This is an optimization exercise on Yosys and OpenROAD, whose aim is small area and a short achievable clock period, not a production implementation.
No functional check of the RTL was part of this run.

==> design/flow/design.v <==
module photon_tile #(
    parameter TILE_ID = 0,
    parameter OPTICAL_LATENCY = 10  
)(
    input  wire                clk,
    input  wire                rst_n,
    input  wire [31:0]         q_amplitude,  
    input  wire [31:0]         k_phase,      
    input  wire                fire_pulse,   
    output reg  [31:0]         digital_score,
    output reg                 score_valid
);
    reg [31:0] flight_path [0:OPTICAL_LATENCY-1];
    reg        valid_path  [0:OPTICAL_LATENCY-1];
    integer i;
    wire [31:0] optical_interaction;
    assign optical_interaction = q_amplitude * k_phase;  
    always @(posedge clk or negedge rst_n) begin
        if (!rst_n) begin
            for (i=0; i<OPTICAL_LATENCY; i=i+1) begin
                flight_path[i] <= 0;
                valid_path[i]  <= 0;
            end
            digital_score <= 0;
            score_valid   <= 0;
        end else begin
            if (fire_pulse) begin
                flight_path[0] <= optical_interaction;
                valid_path[0]  <= 1;
            end else begin
                flight_path[0] <= 0;
                valid_path[0]  <= 0;
            end
            for (i=1; i<OPTICAL_LATENCY; i=i+1) begin
                flight_path[i] <= flight_path[i-1];
                valid_path[i]  <= valid_path[i-1];
            end
            digital_score <= flight_path[OPTICAL_LATENCY-1];
            score_valid   <= valid_path[OPTICAL_LATENCY-1];
        end
    end
endmodule
==> design/flow/run.sh <==
#!/bin/bash
# synth_recipe.tcl (not shown) runs the flow's synth.tcl, then flattens the netlist and writes it again
# the make line also repeats each setting of config.mk as NAME=value (left out here)
make -C /OpenROAD-flow-scripts/flow DESIGN_CONFIG=/design/flow/config.mk WORK_HOME=/design/flow/orfs CLKGATE_MAP_FILE= SYNTH_SCRIPT=/design/flow/synth_recipe.tcl finish
==> design/flow/config.mk <==
export PLATFORM = sky130hd
export DESIGN_NAME = photon_tile
export DESIGN_NICKNAME = photon_tile
export VERILOG_FILES = /design/flow/design.v
export SDC_FILE = /design/flow/constraint.sdc
export NUM_CORES = 4
export LEC_CHECK = 0
export CAP_MARGIN = 20
export CORE_MARGIN = 2
export CORE_UTILIZATION = 40
export SLEW_MARGIN = 20
==> design/flow/constraint.sdc <==
create_clock -name core_clock -period 10.0 [get_ports {clk}]
set_input_delay 2.0000 -clock core_clock [delete_from_list [all_inputs] [get_ports {clk}]]
set_output_delay 2.0000 -clock core_clock [all_outputs]
set_load 0.01 [all_outputs]
==> summary.md <==
| Metric | Value |
|---|---|
| Antenna viol nets, final | `0` |
| Worst r2r dst | `flight_path[8][0]$_DFF_PN0_` |
| Mean routed wirelength per cell | `16.70 µm` |
| Largest net degree at the start of global routing | `192` |
| Crit-path max cell delay | `830 ps` |
| Post-synth EDFFs | `0` |
| Place WS | `610.3 ps` |
| Min-Delay Endpoint | `flight_path[2][20]$_DFF_PN0_` |
| Final worst-path setup slack | `1094 ps` |
| Pins Over Slew Limit | `0` |
| Final WL | `51300 µm` |
| Final setup violation count | `0` |
| RSZ-0062 raised after global routing | `no` |
| Final instance area | `28040 µm²` |
| Max_cap viols | `0` |
| CP max FO | `13` |
| Synth Net Count | `2722` |
| Share of cells above drive strength 1 | `0.05058` |
| Initial core utilization | `0.4051` |
| Die extent in y | `254.0 µm` |
| Most used cell, CP | `fa_1` |
| DR pass1 iterations | `5` |
| Setup_tns | `0 ps` |
| IO Port Bufs | `99` |
| Clk_skew | `20.71 ps` |
| Cells after Synth | `2124` |
| Overflow after GRT | `0` |
| GRT Overall Usage | `0.1710` |
| Core ar. | `61710 µm²` |
| Placed Area | `27050 µm²` |
| DRC | `0` |
| Least-Margin Pin Slew | `1163 ps` |
| WHS Path Cells | `0` |
| H-tree depth | `1` |
| Fin nets | `2808` |
| Met1 Use GR | `0.2322` |
| Max Fclk | `112.3 MHz` |
| Post-Syn Area | `25000 µm²` |
| Minimum clock period | `8906 ps` |
| Synth warn | `3` |
| Initial antenna violation count | `1` |
| Largest family of logic cells by synthesized area | `adder cells` |
| CTS tree | `done` |
| Via count | `14410` |
| Setup Crit Path Kind | `input port to flip-flop` |
| Post-CTS sizing | `0` |
| Drt via density | `4.692` |
| Outcome | `timing/DRC/antenna clean` |
| Async set or reset register ratio after synthesis | `1.000` |
| Global route hottest layer | `met2` |
| Fin. Hold Viols | `0` |
| Clock latency (worst-skew pair) | `560 ps` |
| M3 GR Usage | `0.01844` |
| Min-delay worst type | `flip-flop to flip-flop` |
| Slew HR | `0.2220` |
| Reg2reg path depth | `0` |
| Synthesis-stage register bit count | `363` |
| Register area share after synthesis | `0.3633` |
| Die Area | `64520 µm²` |
| Clock transition at path regs | `70 ps` |
| Crit-path slowest cell | `clkdlybuf4s50_1` |
| XOR/XNOR Fraction of Synth Area | `0.02762` |
| Setup repair bufs after CTS | `0` |
| Vias in the first global route | `16190` |
| Syn_area_per_cell | `11.77 µm²` |
| Worst EP required | `10470 ps` |
| Rows | `91` |
| Part of the cycle the worst path needs | `0.8906` |
| Routability Congestion | `0.9006` |
| Io pins | `100` |
| Fill count | `5766` |
| Hold path start | `flight_path[1][20]$_DFF_PN0_` |
| Post-synth cell types | `50` |
| Simple-gate share of the synthesized area | `0.1305` |
| Post-Synth Adder-Cell Area | `0.3882` |
| Post-detail-place hpwl | `40410 µm` |
| Ys flop type | `dfrtp_1` |
| Critical Path Source Type | `input port` |
| Iteration-0 DRC Markers | `703` |
| Setup slack, reg-to-reg | `9510 ps` |
| Final Util | `0.4544` |
| Hold buffer count at CTS | `0` |
| Met2 Usage GRT | `0.2906` |
| Clock root buffer | `clkbuf_16` |
| Multiplexer area fraction after synthesis | `0.0008007` |
| Synth Area in Compound Gates | `0.01882` |
| Area Overhead vs Synth | `12.17%` |
| CP Capture Type | `flip-flop` |
| Critical path cell sequence | `clkdlybuf4s50_1 -> buf_4 -> and2_1 -> fa_1 -> inv_1 -> fa_1 -> fa_1 -> inv_1 -> fa_1 -> fa_1 -> fa_1 -> fa_1 -> fa_1 -> ha_1 -> and3_1 -> nand2_1 -> nor3b_1 -> o21ai_0 -> a21oi_4 -> o211ai_1 -> a211o_1 -> a21oi_2` |
| Arrival time worst endpoint | `9380 ps` |
| CTS Buffer Depth | `3` |
| CTS buffer count | `30` |
| RR Startpoint | `flight_path[7][0]$_DFF_PN0_` |
| Antenna Cells | `0` |
| TritonCTS Sinks | `363` |
| First-pass GRT wire length | `86530 µm` |
| Width of the die | `254.0 µm` |
state kept, by name (all words and copies together) (netlist names):
register	flops
digital_score	32
flight_path	320
score_valid	1
valid_path	10
kinds of logic (layout without fill, tap and decap cells):
group,count (synthesis),count (layout)
DFF,363,363
muxes,2,2
adders and majority gates,531,531
xor gates and xnor gates,78,78
and+or+nand+nor,620,620
buffers and inverters,468,578
AOI/OAI and AO/OA,62,62
layout by cell type (no fill, tap or decap), types with 30 or more instances in the layout:
master           count
dfrtp_1            363
xnor2_1             56
fa_1               408
and2_1             315
clkbuf_16           30
inv_1              379
ha_1               123
nand2_1            227
clkdlybuf4s50_1     97
buf_4               40
layer usage:
metal,up-vias,share of wire
li1,6379,-
met4,0,0.029
met5,-,0
met3,86,0.046
met2,373,0.49
met1,7570,0.44
critical path, delay by kind of cell:
family                     cells  cell delay, ps
adders and majority gates      9            4280
buffers and inverters          4            1320
AOI/OAI and AO/OA              5            1010
and+or+nand+nor                4             750
how the worst max path moves through the flow:
stage                               start                            to  cells after the start
after global placement         k_phase[4]  flight_path[0][31]$_DFF_PN0_                     23
after floorplan           q_amplitude[12]  flight_path[0][31]$_DFF_PN0_                     24
after global routing       q_amplitude[9]  flight_path[0][31]$_DFF_PN0_                     22
after detailed placement  q_amplitude[10]  flight_path[0][31]$_DFF_PN0_                     22
after CTS                 q_amplitude[10]  flight_path[0][31]$_DFF_PN0_                     22
final                     q_amplitude[10]  flight_path[0][31]$_DFF_PN0_                     22
Yosys cell counts, types with 2 or more instances:
library cell  count  area share
o21ai_1           4     0.00080
nor3_1            7      0.0014
ha_1            123       0.062
nor4_1            3     0.00075
a211oi_1          2     0.00060
buf_1             2     0.00030
nor2_1           26      0.0039
o21ai_0           9      0.0018
a21oi_2           2     0.00070
nand3_1           6      0.0012
nand2b_1          6      0.0015
dfrtp_1         363        0.36
nand2_1         227       0.034
a21o_1            9      0.0027
nor3_2            3      0.0012
o2111ai_1         2     0.00070
and3_1            6      0.0015
and2_1          315       0.079
o31ai_4           2      0.0017
inv_1           379       0.057
xnor2_1          56       0.020
fa_1            408        0.33
nor2b_1           8      0.0020
mux2i_1           2     0.00080
nor3b_1           2     0.00060
or3_1             4      0.0010
nand4_1           2     0.00050
or2_2             2     0.00050
xor2_1           21      0.0074
a21oi_1          18      0.0036
buf_4             3     0.00090
a21bo_1           2     0.00080
clkbuf_1         83       0.012
per-stage QoR:
stage	std cells	hold slack [ps]
finish	3071	325.2
global route	3071	341.4
CTS	3071	323.8
detailed placement	3015	334.7
global placement	3015	331.3
floorplan	2124	331.2
final cells by class:
class                           count  area (µm²)  share of cell area
Sequential cell                   363        9084              0.3239
Inverter                          380        1426             0.05086
Clock buffer                       42       865.8             0.03087
Timing Repair Buffer              142        1343             0.04787
Multi-Input combinational cell   1293       14150              0.5046
Tap cell                          837        1047             0.03734
Clock inverter                     14       127.6            0.004551

static timing again, ports no longer ideal:
No port has a modelled driver above. Below, the same layout with a new extraction and two added sets of constraints. Step 1 sets driving cells, clkbuf_16 on the clock port and buf_2 on the other inputs (assumed; they add their load-dependent delay and slew). Step 2 adds t to the input delays and takes it off the output delays; t is the mean of the earliest and latest rising clock arrival at the registers after step 1. Input paths then give back, and output paths get back, about the clock's delay inside the block. a / b / c = ideal / step 1 / step 2; a / b = the first two.
t, ns: 0.583
setup slack, ns: 1.094 / 1.031 / 0.448
latest minus earliest clock arrival (ns): 0.021 / 0.021
worst data-port slew with drivers (ns): 0.12
After both steps setup and hold are still met in this run. The setup slack of this run moves by -0.063 ns with the drivers and by -0.646 ns with both steps.
